From an optimization exercise on the open Yosys and OpenROAD flow, aimed at small area and a short achievable clock period; shortcuts taken in it are not production practice. Only simulation tests tie the RTL to the original design; equivalence was not proved. Power figures rest on the tool's default switching activity, not on a simulated workload.

==> flow/design.v <==
module timer_top
( input wire sys_clk,
  input wire sys_rst_n,
  input wire tim_pwrite,
  input wire tim_psel,
  input wire tim_penable,
  input wire [11:0] tim_paddr,
  input wire [31:0] tim_pwdata,
  input wire [3:0] tim_pstrb,
  input wire dbg_mode,
  output wire [31:0] tim_prdata,
  output wire tim_int,
  output wire tim_pready,
  output wire tim_pslverr
);
reg wait_state;
wire acc = tim_psel & tim_penable;
always @(posedge sys_clk)
  wait_state <= acc;
assign tim_pready = acc & wait_state;
reg [7:0] sel;
wire a_ok = (tim_paddr[11:5] == 7'd0) & (tim_paddr[1:0] == 2'd0);
always @(posedge sys_clk)
  sel <= {8{a_ok}} & (8'd1 << tim_paddr[4:2]);
wire s_tcr   = sel[0];
wire s_tdr0  = sel[1];
wire s_tdr1  = sel[2];
wire s_tcmp0 = sel[3];
wire s_tcmp1 = sel[4];
wire s_tier  = sel[5];
wire s_tisr  = sel[6];
wire s_thcsr = sel[7];
reg wr;
always @(posedge sys_clk or negedge sys_rst_n)
  if (!sys_rst_n) wr <= 1'b0;
  else            wr <= tim_psel & ~tim_pready & tim_pwrite;
wire [3:0] st = tim_pstrb;
wire [31:0] wd = tim_pwdata;
reg        timer_en, div_en, halt_req, int_en, int_st, timer_en_pre;
reg  [3:0] div_val;
reg  [7:0] p;
wire halt_ack = halt_req & dbg_mode;
wire err_cond = (timer_en & st[0] & (wd[1] != div_en)) |
                (timer_en & st[1] & (wd[11:8] != div_val)) |
                (st[1] & (wd[11:8] > 4'd8));
reg err_q;
always @(posedge sys_clk)
  err_q <= err_cond;
wire wr_tcr = wr & s_tcr & ~err_q;
assign tim_pslverr = err_q & s_tcr & wr;
always @(posedge sys_clk or negedge sys_rst_n) begin
  if (!sys_rst_n) begin
    timer_en <= 1'b0;
    div_en   <= 1'b0;
    div_val  <= 4'd1;
    halt_req <= 1'b0;
    int_en   <= 1'b0;
  end else begin
    if (wr_tcr & st[0]) begin
      timer_en <= wd[0];
      div_en   <= wd[1];
    end
    if (wr_tcr & st[1]) div_val <= wd[11:8];
    if (wr & s_tier & st[0])  int_en   <= wd[0];
    if (wr & s_thcsr & st[0]) halt_req <= wd[0];
  end
end
reg init;
always @(posedge sys_clk or negedge sys_rst_n)
  if (!sys_rst_n) init <= 1'b0;
  else            init <= 1'b1;
wire [31:0] wd_c = wd | {32{~init}};
reg [63:0] tcmp;
genvar b;
generate for (b = 0; b < 4; b = b + 1) begin : g_tcmp
  always @(posedge sys_clk) begin
    if (~init | (wr & s_tcmp0 & st[b])) tcmp[8*b+7:8*b]     <= wd_c[8*b+7:8*b];
    if (~init | (wr & s_tcmp1 & st[b])) tcmp[8*b+39:8*b+32] <= wd_c[8*b+7:8*b];
  end
end endgenerate
function [7:0] lim;
  input [3:0] d;
  case (d)
    4'd1: lim = 8'd1;
    4'd2: lim = 8'd3;
    4'd3: lim = 8'd7;
    4'd4: lim = 8'd15;
    4'd5: lim = 8'd31;
    4'd6: lim = 8'd63;
    4'd7: lim = 8'd127;
    4'd8: lim = 8'd255;
    default: lim = 8'd0;
  endcase
endfunction
reg ph;
wire p_rst = ~timer_en | ~div_en | ph;
wire [7:0] p_inc;
assign p_inc[0] = ~p[0];
genvar i;
generate for (i = 1; i < 8; i = i + 1) begin : g_pinc
  assign p_inc[i] = p[i] ^ (&p[i-1:0]);
end endgenerate
wire wen_dv = wr_tcr & st[1];
wire ph_nxt = halt_ack ? (wen_dv ? (p == lim(wd[11:8])) : ph)
            : p_rst    ? (lim(wen_dv ? wd[11:8] : div_val) == 8'd0)
            :            (p_inc == lim(div_val));
always @(posedge sys_clk) begin
  if (!halt_ack) p <= p_rst ? 8'd0 : p_inc;
  ph <= ph_nxt;
end
wire       te_nxt = (wr_tcr & st[0]) ? wd[0]    : timer_en;
wire       de_nxt = (wr_tcr & st[0]) ? wd[1]    : div_en;
wire [3:0] dv_nxt = (wr_tcr & st[1]) ? wd[11:8] : div_val;
reg tick0;
always @(posedge sys_clk or negedge sys_rst_n)
  if (!sys_rst_n) tick0 <= 1'b0;
  else            tick0 <= te_nxt & (~de_nxt | (dv_nxt == 4'd0));
wire cnt_en = ~halt_ack & (tick0 | (timer_en & ph));
always @(posedge sys_clk)
  timer_en_pre <= timer_en;
wire cnt_clr = timer_en_pre & ~timer_en;
wire wr_tdr0 = wr & s_tdr0;
wire wr_tdr1 = wr & s_tdr1;
wire inc = cnt_en & ~wr_tdr0 & ~wr_tdr1;
reg cnt_v;
always @(posedge sys_clk or negedge sys_rst_n)
  if (!sys_rst_n) cnt_v <= 1'b0;
  else            cnt_v <= ~cnt_clr;
reg [63:0] cnt_q;
wire [63:0] cnt = cnt_q & {64{cnt_v}};
wire [15:0] g4;
wire [15:0] gp;    
generate for (i = 0; i < 16; i = i + 1) begin : g_grp
  assign g4[i] = &cnt_q[4*i+3:4*i];
  if (i == 0) begin : g0
    assign gp[i] = 1'b1;
  end else begin : gn
    assign gp[i] = &g4[i-1:0];
  end
end endgenerate
wire [63:0] tog;
generate for (i = 0; i < 64; i = i + 1) begin : g_tog
  if (i % 4 == 0) begin : j0
    assign tog[i] = inc & gp[i/4];
  end else begin : jn
    assign tog[i] = inc & gp[i/4] & (&cnt_q[i-1:(i/4)*4]);
  end
end endgenerate
wire [63:0] cnt_inc = cnt_v ? (cnt_q ^ tog) : {63'd0, inc};
generate for (b = 0; b < 4; b = b + 1) begin : g_cnt
  always @(posedge sys_clk) begin
    cnt_q[8*b+7:8*b]     <= (wr_tdr0 & st[b]) ? wd[8*b+7:8*b] : cnt_inc[8*b+7:8*b];
    cnt_q[8*b+39:8*b+32] <= (wr_tdr1 & st[b]) ? wd[8*b+7:8*b] : cnt_inc[8*b+39:8*b+32];
  end
end endgenerate
wire int_set = init & (cnt_v ? (cnt_q == tcmp) : (tcmp == 64'd0));
wire int_clr_req = wr & s_tisr & st[0] & wd[0];
always @(posedge sys_clk or negedge sys_rst_n)
  if (!sys_rst_n) int_st <= 1'b0;
  else            int_st <= int_st ? ~int_clr_req : int_set;
assign tim_int = int_en & int_st;
reg rs_tdr0, rs_tdr1;
always @(posedge sys_clk) begin
  rs_tdr0 <= a_ok & (tim_paddr[4:2] == 3'd1) & ~cnt_clr;
  rs_tdr1 <= a_ok & (tim_paddr[4:2] == 3'd2) & ~cnt_clr;
end
assign tim_prdata =
    ({32{s_tcr}}   & {20'b0, div_val, 6'b0, div_en, timer_en}) |
    ({32{rs_tdr0}} & cnt_q[31:0]) |
    ({32{rs_tdr1}} & cnt_q[63:32]) |
    ({32{s_tcmp0}} & tcmp[31:0]) |
    ({32{s_tcmp1}} & tcmp[63:32]) |
    ({32{s_tier}}  & {31'b0, int_en}) |
    ({32{s_tisr}}  & {31'b0, int_st}) |
    ({32{s_thcsr}} & {30'b0, halt_ack, halt_req});
endmodule
==> flow/config.mk <==
export PLATFORM = sky130hd
export DESIGN_NAME = timer_top
export DESIGN_NICKNAME = timer_top
export VERILOG_FILES = /design/flow/design.v
export SDC_FILE = /design/flow/constraint.sdc
export NUM_CORES = 4
export LEC_CHECK = 0
export CAP_MARGIN = 20
export CORE_MARGIN = 2
export CORE_UTILIZATION = 40
export CTS_BUF_LIST = sky130_fd_sc_hd__clkbuf_8
export CTS_CLUSTER_SIZE = 40
export SETUP_SLACK_MARGIN = 2.4
export SLEW_MARGIN = 20
==> flow/constraint.sdc <==
create_clock -name core_clock -period 5.0 [get_ports {sys_clk}]
set_input_delay 1.0000 -clock core_clock [delete_from_list [all_inputs] [get_ports {sys_clk}]]
set_output_delay 1.0000 -clock core_clock [all_outputs]
set_load 0.01 [all_outputs]
standard.sh (not shown) runs the stock make flow with config.mk's settings and CLKGATE_MAP_FILE= SYNTH_SCRIPT=/design/flow/synth_recipe.tcl, a recipe that flattens the netlist after the stock synthesis.
==> flow/flow/run.sh <==
#!/bin/bash
# Layout: the standard flow's synthesis script with its own ABC mapping script, then
# the standard flow for the remaining steps, with plain buffers on the
# ports. Each tool's output goes to a log file here.
set -euo pipefail
HERE=$(pwd)
export OWN_ABC_SCRIPT=$HERE/flow/abc_map.script
make -C $FLOW_HOME DESIGN_CONFIG=$FLOW_CONFIG WORK_HOME=$HERE/orfs CLKGATE_MAP_FILE= \
  SYNTH_SCRIPT=$HERE/flow/synth_own.tcl synth > $HERE/synth.log 2>&1
bash standard.sh "BUFFER_PORTS_ARGS=-buffer_cell sky130_fd_sc_hd__buf_1" finish > $HERE/standard.log 2>&1
==> flow/flow/abc_map.script <==
&get -n
&st
&dch
&nf
&st
&syn2
&if -g -K 6
&synch2
&nf
&st
&syn2
&if -g -K 6
&synch2
&nf
&st
&syn2
&if -g -K 6
&synch2
&nf
&st
&syn2
&if -g -K 6
&synch2
&nf
&st
&syn2
&if -g -K 6
&synch2
&nf
&put
topo
stime -c
upsize -c
dnsize -c
==> flow/flow/synth_own.tcl <==
# synth_recipe.tcl, with ABC's cell mapping run by flow/abc_map.script (ORFS's
# speed script without ABC's own buffering) and without the slow a222oi
# cell; the layout flow buffers and sizes.
proc synth {args} { yosys synth -nofsm -noshare {*}$args }
proc abc {args} {
  set i [lsearch -exact $args -script]
  if {$i >= 0} { lset args [expr {$i + 1}] $::env(OWN_ABC_SCRIPT) }
  lappend args -dont_use sky130_fd_sc_hd__a222oi_1
  yosys abc {*}$args
}
source $::env(SCRIPTS_DIR)/synth.tcl
# left out here: clear keep_hierarchy, flatten, clean up, hide names made inside functions, write 1_2_yosys.v
The baseline passed the timing, design-rule and antenna checks.
Next try:
--- a/flow/flow/run.sh
+++ b/flow/flow/run.sh
@@ -8,3 +8,3 @@
 make -C $FLOW_HOME DESIGN_CONFIG=$FLOW_CONFIG WORK_HOME=$HERE/orfs CLKGATE_MAP_FILE= \
   SYNTH_SCRIPT=$HERE/flow/synth_own.tcl synth > $HERE/synth.log 2>&1
-bash standard.sh "BUFFER_PORTS_ARGS=-buffer_cell sky130_fd_sc_hd__buf_1" finish > $HERE/standard.log 2>&1
+bash standard.sh "BUFFER_PORTS_ARGS=-buffer_cell sky130_fd_sc_hd__buf_2" finish > $HERE/standard.log 2>&1
- CORE_UTILIZATION: 40 -> 60
- CTS_CLUSTER_SIZE: 40 -> default
The changed run produced a clean layout.
Critical path depth fell by 3.
Area after synthesis does not change.
Final cell count is lower by 7.1%.
Design area is lower by 0.77%.
Global-route usage is higher by 9.6 points.
Flip-flop and latch count is unchanged.
Count of clock-buffer cells in the layout does not change.
Next try:
==> flow/flow/synth_own.tcl (replaced) <==
# synth_recipe.tcl, with ABC's cell mapping run by flow/abc_map.script (ORFS's
# speed script without ABC's own buffering) and without the slow a222oi,
# or3 and or4 cells; the layout flow buffers and sizes.
proc synth {args} { yosys synth -nofsm -noshare {*}$args }
proc abc {args} {
  set i [lsearch -exact $args -script]
  if {$i >= 0} { lset args [expr {$i + 1}] $::env(OWN_ABC_SCRIPT) }
  foreach c {sky130_fd_sc_hd__a222oi_1 sky130_fd_sc_hd__or4_1 sky130_fd_sc_hd__or4_2 sky130_fd_sc_hd__or4_4 sky130_fd_sc_hd__or4b_1 sky130_fd_sc_hd__or4b_2 sky130_fd_sc_hd__or4b_4 sky130_fd_sc_hd__or4bb_1 sky130_fd_sc_hd__or4bb_2 sky130_fd_sc_hd__or4bb_4 sky130_fd_sc_hd__or3_1 sky130_fd_sc_hd__or3_2 sky130_fd_sc_hd__or3_4 sky130_fd_sc_hd__or3b_1 sky130_fd_sc_hd__or3b_2 sky130_fd_sc_hd__or3b_4} {
    lappend args -dont_use $c
  }
  yosys abc {*}$args
}
source $::env(SCRIPTS_DIR)/synth.tcl
# left out here: clear keep_hierarchy, flatten, clean up, hide names made inside functions, write 1_2_yosys.v
- CORE_UTILIZATION: 60 -> 40
The new run produced a clean layout.
Final cell count climbs by about 7%.
Die area climbs by about 50%.
Routed wire length climbs by 6.2%.
Final area climbs by 1.6%.
Non-clock buffer count drops by 3.
Worst hold slack is better by 0.011 ns.
Fmax drops by 0.56%.
Critical path depth climbs by 1.
Combinational power climbs by about 6%.
Next try:
==> flow/flow/abc_map.script (replaced) <==
&get -n
&st
&dch -f
&nf
&put
topo
==> flow/flow/synth_own.tcl (replaced) <==
# synth_recipe.tcl, with ABC's cell mapping run by flow/abc_map.script (a
# delay-oriented mapping on choices from a full dch, without ABC's
# restructuring and buffering) and without the slow a222oi cell; the layout
# flow buffers and sizes.
proc synth {args} { yosys synth -nofsm -noshare {*}$args }
proc abc {args} {
  set i [lsearch -exact $args -script]
  if {$i >= 0} { lset args [expr {$i + 1}] $::env(OWN_ABC_SCRIPT) }
  lappend args -dont_use sky130_fd_sc_hd__a222oi_1
  yosys abc {*}$args
}
source $::env(SCRIPTS_DIR)/synth.tcl
# left out here: clear keep_hierarchy, flatten, clean up, hide names made inside functions, write 1_2_yosys.v
- CORE_UTILIZATION: 40 -> 60
The new run passed the timing, design-rule and antenna checks.
Critical path depth stays the same.
Synthesized area went down by 6.1%.
Wire length went down by 10%.
Count of clock-buffer cells in the layout does not change.
Non-clock buffer count went down by 1.
Fmax went down by 1.2%.
Core utilization went up by 24 points.
Die area went down by 37%.
Clock power hardly moves.
Via count went down by 2.8%.
Global-route usage went up by 9.2 points.

what the ideal ports hide:
No port has a modelled driver above. Below, the same layouts with a new extraction and two added sets of constraints.
Step 1, drivers: a clkbuf_16 drives sys_clk and a buf_2 each remaining input, both assumed.
Step 2 adds t to the input delays and takes it off the output delays; t is the mean of the earliest and latest rising clock arrival at the registers after step 1. Input paths then give back, and output paths get back, about the clock's delay inside the block.
Slacks: ideal / step 1 / step 2; pairs: ideal / step 1.
run	t (ns)	setup slack, ns	worst setup path at the end	latest minus earliest clock arrival (ns)	worst data-port slew with drivers (ns)
the first run	0.499	2.405 / 2.411 / 1.924	input to register	0.016 / 0.016	0.04
the second run	0.508	2.424 / 2.384 / 2.048	input to register	0.009 / 0.009	0.03
the third run	0.516	2.409 / 2.377 / 2.058	input to register	0.014 / 0.015	0.04
the fourth run	0.510	2.377 / 2.341 / 1.985	input to register	0.013 / 0.014	0.03
After both steps setup and hold are still met in every run listed. The setup slack of the first run, which loses most, moves by +0.006 ns with the drivers and by -0.481 ns with both steps.
